Context: an optimization exercise on an open-source flow, tuned for small area. The choices shown serve that exercise and are no tape-out recipe. RTL that was checked went through simulation tests only; none was proved equivalent to the original. No activity file was given, so power comes from the tool's default toggle rates.

==> build 84 <==
Design TopLevelModule, start of the top module:
module TopLevelModule(
    input clk,
    input [2:0] switches,
    input confirm_key1,
    input confirm_key2,
    input reset_key,
    output [1:0] player_led,
    output [1:0] winner_led
);
    wire [2:0] column_select;
    wire confirm_move1;
    wire confirm_move2;
    wire reset_game;
    InputProcessor input_proc(
        .clk(clk),
        .switches(switches),
        .confirm_key1(confirm_key1),
        .confirm_key2(confirm_key2),
        .reset_key(reset_key),
        .column(column_select),
        .confirm1(confirm_move1),
        .confirm2(confirm_move2),
        .reset(reset_game)
    );
    control control_unit(
        .clk(clk),
        .clear(reset_game | !reset_key),
        .column_select(column_select),
        .confirm_move1(confirm_move1),
        .confirm_move2(confirm_move2),
        .player_led(player_led),
        .winner_led(winner_led)
    );
endmodule
==> module InputProcessor, before the edit <==
module InputProcessor (
    input clk,
    input [2:0] switches,
    input confirm_key1,
    input confirm_key2,
    input reset_key,
    output reg [2:0] column,
    output reg confirm1,
    output reg confirm2,
    output reg reset
);
    always @(posedge clk) begin
        column <= switches;
        confirm1 <= !confirm_key1;
        confirm2 <= !confirm_key2;
        reset <= !reset_key;
    end
endmodule
==> module gameLogic, before the edit <==
module gameLogic(
    input clk,
    input clear,
    input [2:0] column,
    input turn,
    input place,
    output placed,
    output line
);
    reg [48:0] board;           
    reg [41:0] mine;            
    reg [48:0] board_next;
    reg [41:0] occ;
    reg [6:0] sel;
    reg any, found;
    integer c, r;
    function automatic mc(input [41:0] m, input integer cc, input integer rr);
        mc = m[cc*6+rr];
    endfunction
    always @* begin
        any = 1'b0;
        for (c = 0; c < 7; c = c + 1) begin
            sel[c] = (column == c) && !board[c*7+6];
            any = any | sel[c];
            occ[c*6+5] = board[c*7+6];
            for (r = 4; r >= 0; r = r - 1)
                occ[c*6+r] = occ[c*6+r+1] | board[c*7+r+1];
        end
        for (c = 0; c < 7; c = c + 1) begin
            for (r = 0; r < 6; r = r + 1)
                mine[c*6+r] = board[c*7+r] && (occ[c*6+r] || sel[c]);
            for (r = 0; r < 7; r = r + 1) begin
                if (turn)
                    board_next[c*7+r] = board[c*7+r] ^ (r < 6 ? occ[c*6+(r<6?r:0)] : 1'b0);
                else if (place && r > 0)
                    board_next[c*7+r] = board[c*7+r] | (sel[c] && board[c*7+r-1] && !occ[c*6+r-1]);
                else
                    board_next[c*7+r] = board[c*7+r];
            end
        end
        found = 1'b0;
        for (r = 0; r < 6; r = r + 1)
            for (c = 0; c < 4; c = c + 1)
                if (mc(mine,c,r) && mc(mine,c+1,r) && mc(mine,c+2,r) && mc(mine,c+3,r)) found = 1'b1;
        for (c = 0; c < 7; c = c + 1)
            for (r = 0; r < 3; r = r + 1)
                if (mc(mine,c,r) && mc(mine,c,r+1) && mc(mine,c,r+2) && mc(mine,c,r+3)) found = 1'b1;
        for (r = 0; r < 3; r = r + 1)
            for (c = 0; c < 4; c = c + 1) begin
                if (mc(mine,c,r) && mc(mine,c+1,r+1) && mc(mine,c+2,r+2) && mc(mine,c+3,r+3)) found = 1'b1;
                if (mc(mine,c,r+3) && mc(mine,c+1,r+2) && mc(mine,c+2,r+1) && mc(mine,c+3,r)) found = 1'b1;
            end
    end
    assign placed = any;
    assign line = found;
    always @(posedge clk) begin
        if (clear) begin
            for (c = 0; c < 7; c = c + 1) board[c*7 +: 7] <= 7'b0000001;
        end else begin
            board <= board_next;
        end
    end
endmodule
==> module control, before the edit <==
module control(
    input clk,
    input clear,
    input [2:0] column_select,
    input confirm_move1,
    input confirm_move2,
    output [1:0] player_led,
    output [1:0] winner_led
);
    reg chk, won, p2, confirm_prev;
    wire confirm_move = p2 ? confirm_move2 : confirm_move1;
    wire place = confirm_move && !confirm_prev;
    wire placed, line;
    gameLogic game_logic(
        .clk(clk),
        .clear(clear),
        .column(column_select),
        .turn(!clear && chk && !won),
        .place(place),
        .placed(placed),
        .line(line)
    );
    always @(posedge clk) begin
        confirm_prev <= confirm_move;
    end
    always @(posedge clk) begin
        if (clear) begin
            chk <= 1'b0;
            won <= 1'b0;
            p2 <= 1'b0;
        end else begin
            chk <= !chk && !won && confirm_move;
            p2 <= p2 ^ (chk && !won);
            if (place && placed && line) won <= 1'b1;
        end
    end
    assign player_led = {p2, !p2};
    assign winner_led = {won && p2, won && !p2};
endmodule
==> module TopLevelModule, before the edit <==
module TopLevelModule(
    input clk,
    input [2:0] switches,
    input confirm_key1,
    input confirm_key2,
    input reset_key,
    output [1:0] player_led,
    output [1:0] winner_led
);
    wire [2:0] column_select;
    wire confirm_move1;
    wire confirm_move2;
    wire reset_game;
    InputProcessor input_proc(
        .clk(clk),
        .switches(switches),
        .confirm_key1(confirm_key1),
        .confirm_key2(confirm_key2),
        .reset_key(reset_key),
        .column(column_select),
        .confirm1(confirm_move1),
        .confirm2(confirm_move2),
        .reset(reset_game)
    );
    control control_unit(
        .clk(clk),
        .clear(reset_game | !reset_key),
        .column_select(column_select),
        .confirm_move1(confirm_move1),
        .confirm_move2(confirm_move2),
        .player_led(player_led),
        .winner_led(winner_led)
    );
endmodule
export LEC_CHECK = 0
export ABC_AREA = 1
export ABC_CLOCK_PERIOD_IN_PS = 10000
export CAP_MARGIN = 0
export CORE_MARGIN = 2
export CORE_UTILIZATION = 60
export SLEW_MARGIN = 0
create_clock -name core_clock -period 10.0 [get_ports {clk}]
run.sh (not shown) runs the stock make flow with config.mk's settings and CLKGATE_MAP_FILE= SYNTH_SCRIPT=/design/flow/synth_recipe.tcl, a recipe that flattens the netlist after the stock synthesis.
==> inputs of trial 73, as changes to build 84 <==
==> flow/design.v (replaced) <==
module InputProcessor (
    input clk,
    input confirm_key1,
    input confirm_key2,
    input reset_key,
    input next_p2,
    output confirm,
    output reg confirm_prev,
    output reg reset
);
    assign confirm = next_p2 ? !confirm_key2 : !confirm_key1;
    always @(posedge clk) begin
        confirm_prev <= confirm;
        reset <= !reset_key;
    end
endmodule
module gameLogic(
    input clk,
    input clear,
    input [2:0] column,
    input turn,
    input place,
    output line
);
    reg [48:0] b;               
    reg [41:0] occ;             
    reg [41:0] m;               
    reg [48:0] d;
    reg found;
    integer c, r;
    always @* begin
        for (c = 0; c < 7; c = c + 1) begin
            occ[c*6+5] = b[c*7+6];
            for (r = 4; r >= 0; r = r - 1)
                occ[c*6+r] = occ[c*6+r+1] | b[c*7+r+1];
            for (r = 0; r < 6; r = r + 1)
                m[c*6+r] = b[c*7+r] & occ[c*6+r];
            d[c*7] = clear | (b[c*7] ^ (turn & occ[c*6]));
            for (r = 1; r < 6; r = r + 1)
                d[c*7+r] = !clear & ((b[c*7+r] ^ (turn & occ[c*6+r])) |
                                     (place & (column == c) & b[c*7+r-1] & !occ[c*6+r]));
            d[c*7+6] = !clear & (b[c*7+6] | (place & (column == c) & b[c*7+5]));
        end
        found = 1'b0;
        for (r = 0; r < 6; r = r + 1)
            for (c = 0; c < 4; c = c + 1)
                if (m[c*6+r] & m[(c+1)*6+r] & m[(c+2)*6+r] & m[(c+3)*6+r]) found = 1'b1;
        for (c = 0; c < 7; c = c + 1)
            for (r = 0; r < 3; r = r + 1)
                if (m[c*6+r] & m[c*6+r+1] & m[c*6+r+2] & m[c*6+r+3]) found = 1'b1;
        for (r = 0; r < 3; r = r + 1)
            for (c = 0; c < 4; c = c + 1) begin
                if (m[c*6+r] & m[(c+1)*6+r+1] & m[(c+2)*6+r+2] & m[(c+3)*6+r+3]) found = 1'b1;
                if (m[c*6+r+3] & m[(c+1)*6+r+2] & m[(c+2)*6+r+1] & m[(c+3)*6+r]) found = 1'b1;
            end
    end
    assign line = found;
    always @(posedge clk) begin
        b <= d;
    end
endmodule
module control(
    input clk,
    input clear,
    input board_clear,
    input [2:0] column,
    input confirm_move,
    input confirm_prev,
    output next_p2,
    output [1:0] player_led,
    output [1:0] winner_led
);
    reg chk, won, p2;
    wire line;
    wire next_chk = !clear && !chk && !won && confirm_prev;
    wire next_won = !clear && line;
    assign next_p2 = !clear && (p2 ^ (chk && !won));
    gameLogic game_logic(
        .clk(clk),
        .clear(board_clear),
        .column(column),
        .turn(next_chk && !next_won),
        .place(confirm_move && !confirm_prev),
        .line(line)
    );
    always @(posedge clk) begin
        chk <= next_chk;
        won <= next_won;
        p2 <= next_p2;
    end
    assign player_led = {p2, !p2};
    assign winner_led = {won && p2, won && !p2};
endmodule
module TopLevelModule(
    input clk,
    input [2:0] switches,
    input confirm_key1,
    input confirm_key2,
    input reset_key,
    output [1:0] player_led,
    output [1:0] winner_led
);
    wire confirm_move;
    wire confirm_prev;
    wire reset_game;
    wire next_p2;
    InputProcessor input_proc(
        .clk(clk),
        .confirm_key1(confirm_key1),
        .confirm_key2(confirm_key2),
        .reset_key(reset_key),
        .next_p2(next_p2),
        .confirm(confirm_move),
        .confirm_prev(confirm_prev),
        .reset(reset_game)
    );
    control control_unit(
        .clk(clk),
        .clear(reset_game | !reset_key),
        .board_clear(!reset_key),
        .column(switches),
        .confirm_move(confirm_move),
        .confirm_prev(confirm_prev),
        .next_p2(next_p2),
        .player_led(player_led),
        .winner_led(winner_led)
    );
endmodule
==> flow/flow/run.sh (new file) <==
#!/bin/bash
# Own layout flow: the standard flow (standard.sh) with three changes that
# only affect area: synthesis maps with an area-oriented ABC script
# (flow/area.abc) instead of ORFS's abc_area.script, the port buffers are the
# smallest buffer, and clock tree synthesis adds no dummy loads.
# Everything else, including the standard flow's synthesis script, is unchanged.
set -euo pipefail
W=$(pwd)
F=$W/flow
CTS=${CTS_OVERRIDE:-"-sink_clustering_enable -repair_clock_nets -dont_use_dummy_load"}
# The standard flow's synthesis script, with yosys's abc command wrapped so it runs area.abc
{
  echo 'proc abc {args} {'
  echo '  set i [lsearch -exact $args -script]'
  echo "  if {\$i >= 0} { lset args [expr {\$i + 1}] {$F/area.abc} }"
  echo '  yosys abc {*}$args'
  echo '}'
  cat "$W/synth_recipe.tcl"
} > "$W/area_synth.tcl"
bash "$W/standard.sh" SYNTH_SCRIPT="$W/area_synth.tcl" \
  BUFFER_PORTS_ARGS="-buffer_cell sky130_fd_sc_hd__buf_1" \
  CTS_ARGS="$CTS" \
  finish > "$W/standard_flow.log" 2>&1
==> flow/flow/area.abc (new file) <==
strash
&get -n
&deepsyn -T 60
&dch -f
&nf -a -R 1000
&put
==> flow/standard.sh (new file) <==
#!/bin/bash
# synth_recipe.tcl (not shown) runs the flow's synth.tcl, then flattens the netlist and writes it again
# the make line also repeats each setting of config.mk as NAME=value (left out here)
make -C /OpenROAD-flow-scripts/flow DESIGN_CONFIG=/design/flow/config.mk WORK_HOME=/design/flow/orfs CLKGATE_MAP_FILE= SYNTH_SCRIPT=/design/flow/synth_recipe.tcl "${@:-finish}"
removed: flow/run.sh
==> inputs of build 55, as changes to build 84 <==
--- a/flow/design.v
+++ b/flow/design.v
@@ -22,3 +22,3 @@
     input [2:0] column,
-    input turn,
+    input p2,
     input place,
@@ -30,6 +30,5 @@
     reg [48:0] board_next;
-    reg [41:0] occ;
     reg [6:0] sel;
-    reg any, found;
-    integer c, r;
+    reg any;
+    integer c, r, k;
     function automatic mc(input [41:0] m, input integer cc, input integer rr);
@@ -37,2 +36,3 @@
     endfunction
+    reg found;
     always @* begin
@@ -42,16 +42,12 @@
             any = any | sel[c];
-            occ[c*6+5] = board[c*7+6];
-            for (r = 4; r >= 0; r = r - 1)
-                occ[c*6+r] = occ[c*6+r+1] | board[c*7+r+1];
         end
+        board_next = board;
         for (c = 0; c < 7; c = c + 1) begin
-            for (r = 0; r < 6; r = r + 1)
-                mine[c*6+r] = board[c*7+r] && (occ[c*6+r] || sel[c]);
-            for (r = 0; r < 7; r = r + 1) begin
-                if (turn)
-                    board_next[c*7+r] = board[c*7+r] ^ (r < 6 ? occ[c*6+(r<6?r:0)] : 1'b0);
-                else if (place && r > 0)
-                    board_next[c*7+r] = board[c*7+r] | (sel[c] && board[c*7+r-1] && !occ[c*6+r-1]);
-                else
-                    board_next[c*7+r] = board[c*7+r];
+            for (r = 0; r < 6; r = r + 1) begin
+                mine[c*6+r] = ((|(board[c*7 +: 7] >> (r+1))) && (board[c*7+r] == p2))
+                            || (sel[c] && board[c*7+r] && !(|(board[c*7 +: 7] >> (r+1))));
+                if (sel[c] && board[c*7+r] && !(|(board[c*7 +: 7] >> (r+1)))) begin
+                    board_next[c*7+r] = p2;
+                    board_next[c*7+r+1] = 1'b1;
+                end
             end
@@ -76,3 +72,3 @@
             for (c = 0; c < 7; c = c + 1) board[c*7 +: 7] <= 7'b0000001;
-        end else begin
+        end else if (place) begin
             board <= board_next;
@@ -98,3 +94,3 @@
         .column(column_select),
-        .turn(!clear && chk && !won),
+        .p2(p2),
         .place(place),
--- a/flow/config.mk
+++ b/flow/config.mk
@@ -9,5 +9,5 @@
 export ABC_CLOCK_PERIOD_IN_PS = 10000
-export CAP_MARGIN = 0
+export CAP_MARGIN = 20
 export CORE_MARGIN = 2
-export CORE_UTILIZATION = 60
-export SLEW_MARGIN = 0
+export CORE_UTILIZATION = 40
+export SLEW_MARGIN = 20
==> notes <==
Area after synthesis, lowest first: trial 73, build 84, build 55. Against trial 73, the final area of build 84 is higher by 36%. In trial 73 the non-clock buffer count is lower than in build 55, by 2. Clock power: trial 73 < build 84 < build 55.
==> figures <==
| item | build 84 | build 55 | trial 73 |
|---|---|---|---|
| Post-layout total power | 533 µW | 644 µW | 345 µW |
| Power dissipated in the clock network | 220 µW | 363 µW | 112 µW |
| Starting utilization of the core area | 62.4% | 40.5% | 62.6% |
| Internal power | 383 µW | 492 µW | 266 µW |
| Count of buffering cells on the critical path with inverters included | 4 | 3 | 1 |
| Result of the run | complete, no violations | complete, no violations | complete, no violations |
| Syn Area/Cell | 6.55 µm² | 5.63 µm² | 7.61 µm² |
| Register share of total power | 46.1% | 37.3% | 63.2% |
| Power density of the placed cells | 123 nW/µm² | 126 nW/µm² | 109 nW/µm² |
| Clock transition at the registers of the reported paths | 70 ps | 60 ps | 90 ps |
Only the layout flow was run in build 84 and build 55; the RTL was not checked for function there.

==> static timing again, ports no longer ideal <==
No port has a modelled driver above. Below, the same layouts with a new extraction and two added sets of constraints.
Step 1 (the two cells are an assumption about what drives the block):
set clk [get_ports {clk}]
set_driving_cell -lib_cell sky130_fd_sc_hd__clkbuf_16 $clk
set_driving_cell -lib_cell sky130_fd_sc_hd__buf_2 [delete_from_list [all_inputs] $clk]
Step 2 adds t to the input delays and takes it off the output delays; t is the mean of the earliest and latest rising clock arrival at the registers after step 1. Input paths then give back, and output paths get back, about the clock's delay inside the block.
Slacks: ideal ports / drivers / drivers and shift; pairs: ideal ports / drivers.
run	t (ns)	slack for setup (ns)	pins driven straight from the clock port
build 84	0.374	6.324 / 6.332 / 5.957	1
trial 73	0.334	5.617 / 5.617 / 5.380	1
build 55	0.383	6.004 / 5.963 / 5.730	1
After both steps every run listed still meets setup and hold. The setup slack of build 84, which loses most, moves by +0.008 ns with the drivers and by -0.367 ns with both steps.
